What follows belongs to an exercise in optimizing a design on an open flow for small area; a production flow would make more cautious choices. Function was checked by simulation only, so behaviour that the tests miss may differ from the original.

==> flow/design.v (excerpt) <==
module calc_cost_bt (
    input wire                     clk,
    input wire                     rst,
    input wire [11-1:0]   i_width,
    input wire             [7:0]   i_pixel_left_row0,
    input wire             [7:0]   i_pixel_left_row1,
    input wire             [7:0]   i_pixel_left_row2,
    input wire             [7:0]   i_pixel_right_row0,
    input wire             [7:0]   i_pixel_right_row1,
    input wire             [7:0]   i_pixel_right_row2,
    input wire                     i_rst_calc_cost,
    input wire                     i_reverse,
    input wire [8-1:0]   i_min_disp,
    input wire [8-1:0]   i_max_disp,
    output reg    [128*8-1:0]   o_data,
    output reg                     o_valid,
    output reg                     o_calc_cost_one_row_done
);
Size: about 26000 cells after synthesis, roughly 7000 flip-flops, ~1100 I/O pins, roughly 440000 sq um of cells after synthesis.
export LEC_CHECK = 0
export CAP_MARGIN = 20
export CORE_MARGIN = 2
export CORE_UTILIZATION = 40
export SLEW_MARGIN = 20
create_clock -name core_clock -period 12.0 [get_ports {clk}]
standard.sh (not shown) runs the stock make flow with config.mk's settings and CLKGATE_MAP_FILE= SYNTH_SCRIPT=/design/flow/synth_recipe.tcl, a recipe that flattens the netlist after the stock synthesis.
==> flow/flow/run.sh <==
#!/bin/bash
# Own layout flow: the standard flow (standard.sh) unchanged, except that synthesis reads
# the 64 disparity-lane pairs (module bt_pair) as a hand-mapped sky130 netlist written by
# flow/gen_pair.py, which implements the same function as the RTL's bt_pair, instead of
# synthesising them from the RTL. The rest of the design (all registers included) is
# synthesised from the RTL as usual, and floorplan, power grid, placement, CTS and routing are
# standard.sh's own.
set -euo pipefail
W=$(pwd)
python3 flow/gen_pair.py "$W/bt_pair_cells.v" > "$W/gen_pair.log" 2>&1
python3 - "$W" > "$W/prep.log" 2>&1 <<'PY'
import re, sys
w = sys.argv[1]
src = open(f'{w}/design.v').read()
m = re.search(r'^module bt_pair\b.*?^endmodule\b[^\n]*\n', src, re.S | re.M)
assert m, 'module bt_pair not found in design.v'
out = src[:m.start()] + src[m.end():] + '\n' + open(f'{w}/bt_pair_cells.v').read()
open(f'{w}/design_hm.v', 'w').write(out)
print('design_hm.v: bt_pair replaced by the cell netlist')
PY
{ cat "$W/config.mk"; echo "export VERILOG_FILES = $W/design_hm.v"; } > "$W/config_hm.mk"
sed "s#DESIGN_CONFIG=[^ ]*#DESIGN_CONFIG=$W/config_hm.mk#" "$W/standard.sh" > "$W/standard_hm.sh"
bash "$W/standard_hm.sh" "$@" > "$W/flow.log" 2>&1
Other scripts of this flow, unchanged in this note and not shown: flow/flow/gen_pair.py
The starting point finished clean.
Edit:
--- a/flow/flow/run.sh
+++ b/flow/flow/run.sh
@@ -6,3 +6,4 @@
 # synthesised from the RTL as usual, and floorplan, power grid, placement, CTS and routing are
-# standard.sh's own.
+# standard.sh's own, except that the port buffers standard.sh puts on every input and output
+# are the platform's smallest buffer (sky130_fd_sc_hd__buf_1).
 set -euo pipefail
@@ -20,3 +21,7 @@
 PY
-{ cat "$W/config.mk"; echo "export VERILOG_FILES = $W/design_hm.v"; } > "$W/config_hm.mk"
+{
+  cat "$W/config.mk"
+  echo "export VERILOG_FILES = $W/design_hm.v"
+  echo "export BUFFER_PORTS_ARGS = -buffer_cell sky130_fd_sc_hd__buf_1"
+} > "$W/config_hm.mk"
 sed "s#DESIGN_CONFIG=[^ ]*#DESIGN_CONFIG=$W/config_hm.mk#" "$W/standard.sh" > "$W/standard_hm.sh"
- CORE_UTILIZATION: 40 -> 60
- CTS_CLUSTER_DIAMETER: not set -> 100
- CTS_CLUSTER_SIZE: not set -> 20
Global-route usage rose by 8.7 points.
Cell area fell by 6.1%.
Via count fell by about 1.7%.

---

calc_cost_bt, a different RTL version from the one above (not shown whole).
Size in the first run: ~26,000 cells after synthesis, ~1,100 I/O pins, ~0.43 mm² of cells after synthesis.
==> flow/design.v (excerpt) <==
module calc_cost_bt (
    input wire                     clk,
    input wire                     rst,
    input wire [11-1:0]   i_width,
    input wire             [7:0]   i_pixel_left_row0,
    input wire             [7:0]   i_pixel_left_row1,
    input wire             [7:0]   i_pixel_left_row2,
    input wire             [7:0]   i_pixel_right_row0,
    input wire             [7:0]   i_pixel_right_row1,
    input wire             [7:0]   i_pixel_right_row2,
    input wire                     i_rst_calc_cost,
    input wire                     i_reverse,
    input wire [8-1:0]   i_min_disp,
    input wire [8-1:0]   i_max_disp,
    output reg    [128*8-1:0]   o_data,
    output reg                     o_valid,
    output reg                     o_calc_cost_one_row_done
);
==> flow/config.mk <==
export PLATFORM = sky130hd
export DESIGN_NAME = calc_cost_bt
export DESIGN_NICKNAME = calc_cost_bt
export VERILOG_FILES = /design/flow/design.v
export SDC_FILE = /design/flow/constraint.sdc
export NUM_CORES = 8
export LEC_CHECK = 0
export CAP_MARGIN = 20
export CORE_MARGIN = 2
export CORE_UTILIZATION = 60
export CTS_CLUSTER_DIAMETER = 100
export CTS_CLUSTER_SIZE = 20
export SLEW_MARGIN = 20
export SYNTH_HIERARCHICAL = 1
export SYNTH_MINIMUM_KEEP_SIZE = 0
==> flow/constraint.sdc <==
create_clock -name core_clock -period 12.0 [get_ports {clk}]
set_input_delay 2.4000 -clock core_clock [delete_from_list [all_inputs] [get_ports {clk}]]
set_output_delay 2.4000 -clock core_clock [all_outputs]
set_load 0.01 [all_outputs]
==> flow/flow/run.sh <==
#!/bin/bash
# Own layout flow: the standard flow (standard.sh, with config.mk's settings) with two
# changes that leave the netlist's logic and registers as the standard synthesis makes them:
#  1. after the standard synthesis, the gates of the disparity lanes that Yosys/ABC sized up
#     (a2bb2oi_2, maj3_2, mux2_4) are put back to their smallest size (drive strength only);
#  2. the port buffers that placement puts on every input and output are the platform's
#     smallest buffer (sky130_fd_sc_hd__buf_1);
#  3. clock tree synthesis does not add dummy loads to balance the leaf clusters.
# Floorplan, power grid, placement, CTS and routing are otherwise standard.sh's own.
set -euo pipefail
W=$(pwd)
R=$W/orfs/results/sky130hd/calc_cost_bt/base
{
  cat "$W/config.mk"
  echo "export BUFFER_PORTS_ARGS = -buffer_cell sky130_fd_sc_hd__buf_1"
  echo "export CTS_ARGS = -sink_clustering_enable -repair_clock_nets -sink_clustering_size 20 -sink_clustering_max_diameter 100 -dont_use_dummy_load"
} > "$W/config_own.mk"
sed "s#DESIGN_CONFIG=[^ ]*#DESIGN_CONFIG=$W/config_own.mk#" "$W/standard.sh" > "$W/standard_own.sh"
# 1. standard synthesis
bash "$W/standard_own.sh" synth > "$W/synth.log" 2>&1
# drive strengths of the lane gates
python3 - "$R/1_2_yosys.v" > "$W/resize.log" 2>&1 <<'PY'
import re, sys
p = sys.argv[1]
src = open(p).read()
swap = {'a2bb2oi_2': 'a2bb2oi_1', 'maj3_2': 'maj3_1', 'mux2_4': 'mux2_1'}
count = {}
def sub(m):
    cell = m.group(2)
    count[cell] = count.get(cell, 0) + 1
    return m.group(1) + 'sky130_fd_sc_hd__' + swap[cell] + m.group(3)
pat = re.compile(r'^(\s*)sky130_fd_sc_hd__(' + '|'.join(swap) + r')(\s)', re.M)
out = pat.sub(sub, src)
open(p, 'w').write(out)
print('resized:', count)
PY
rm -f "$R/1_synth.odb" "$R/1_synth.sdc"
# 2. the rest of the standard flow
bash "$W/standard_own.sh" "$@" > "$W/flow.log" 2>&1
The first run completed with no timing, DRC or antenna violations.
Edit:
--- a/flow/flow/run.sh
+++ b/flow/flow/run.sh
@@ -7,2 +7 @@
-#     smallest buffer (sky130_fd_sc_hd__buf_1);
-#  3. clock tree synthesis does not add dummy loads to balance the leaf clusters.
+#     smallest buffer (sky130_fd_sc_hd__buf_1).
@@ -16 +14,0 @@
-  echo "export CTS_ARGS = -sink_clustering_enable -repair_clock_nets -sink_clustering_size 20 -sink_clustering_max_diameter 100 -dont_use_dummy_load"
The changed run produced a clean layout.
Clock skew shrinks by 0.012 ns.
Worst setup slack improves by 0.011 ns.
Register-to-register slack stays flat.
Synthesized area stays the same.
Maximum frequency is about the same.
Flip-flop and latch count is unchanged.

port drivers added, routing unchanged:
In the flow no input, the clock included, has a driving cell. The finished layouts below were timed again as built, in two steps. Step 1, drivers: a clkbuf_16 drives clk and a buf_2 each remaining input, both assumed. Step 2, shift: input delay + t, output delay - t, t = (earliest + latest rising clock arrival at the registers) / 2. This alone moves slack from input paths to output paths. Slacks: ideal ports / drivers / drivers and shift; pairs: ideal ports / drivers.
run | t, ns | setup slack, ns | slew at the worst register clock pin (ns)
the first run of note 1 | 1.345 | 1.320 / 1.320 / 1.320 | 0.07 / 0.07
the second run of note 1 | 1.264 | 1.539 / 1.539 / 1.539 | 0.10 / 0.10
the first run of note 2 | 1.236 | 1.599 / 1.599 / 1.599 | 0.10 / 0.10
the second run of note 2 | 1.261 | 1.610 / 1.610 / 1.610 | 0.10 / 0.10
After both steps every run listed still meets setup and hold.
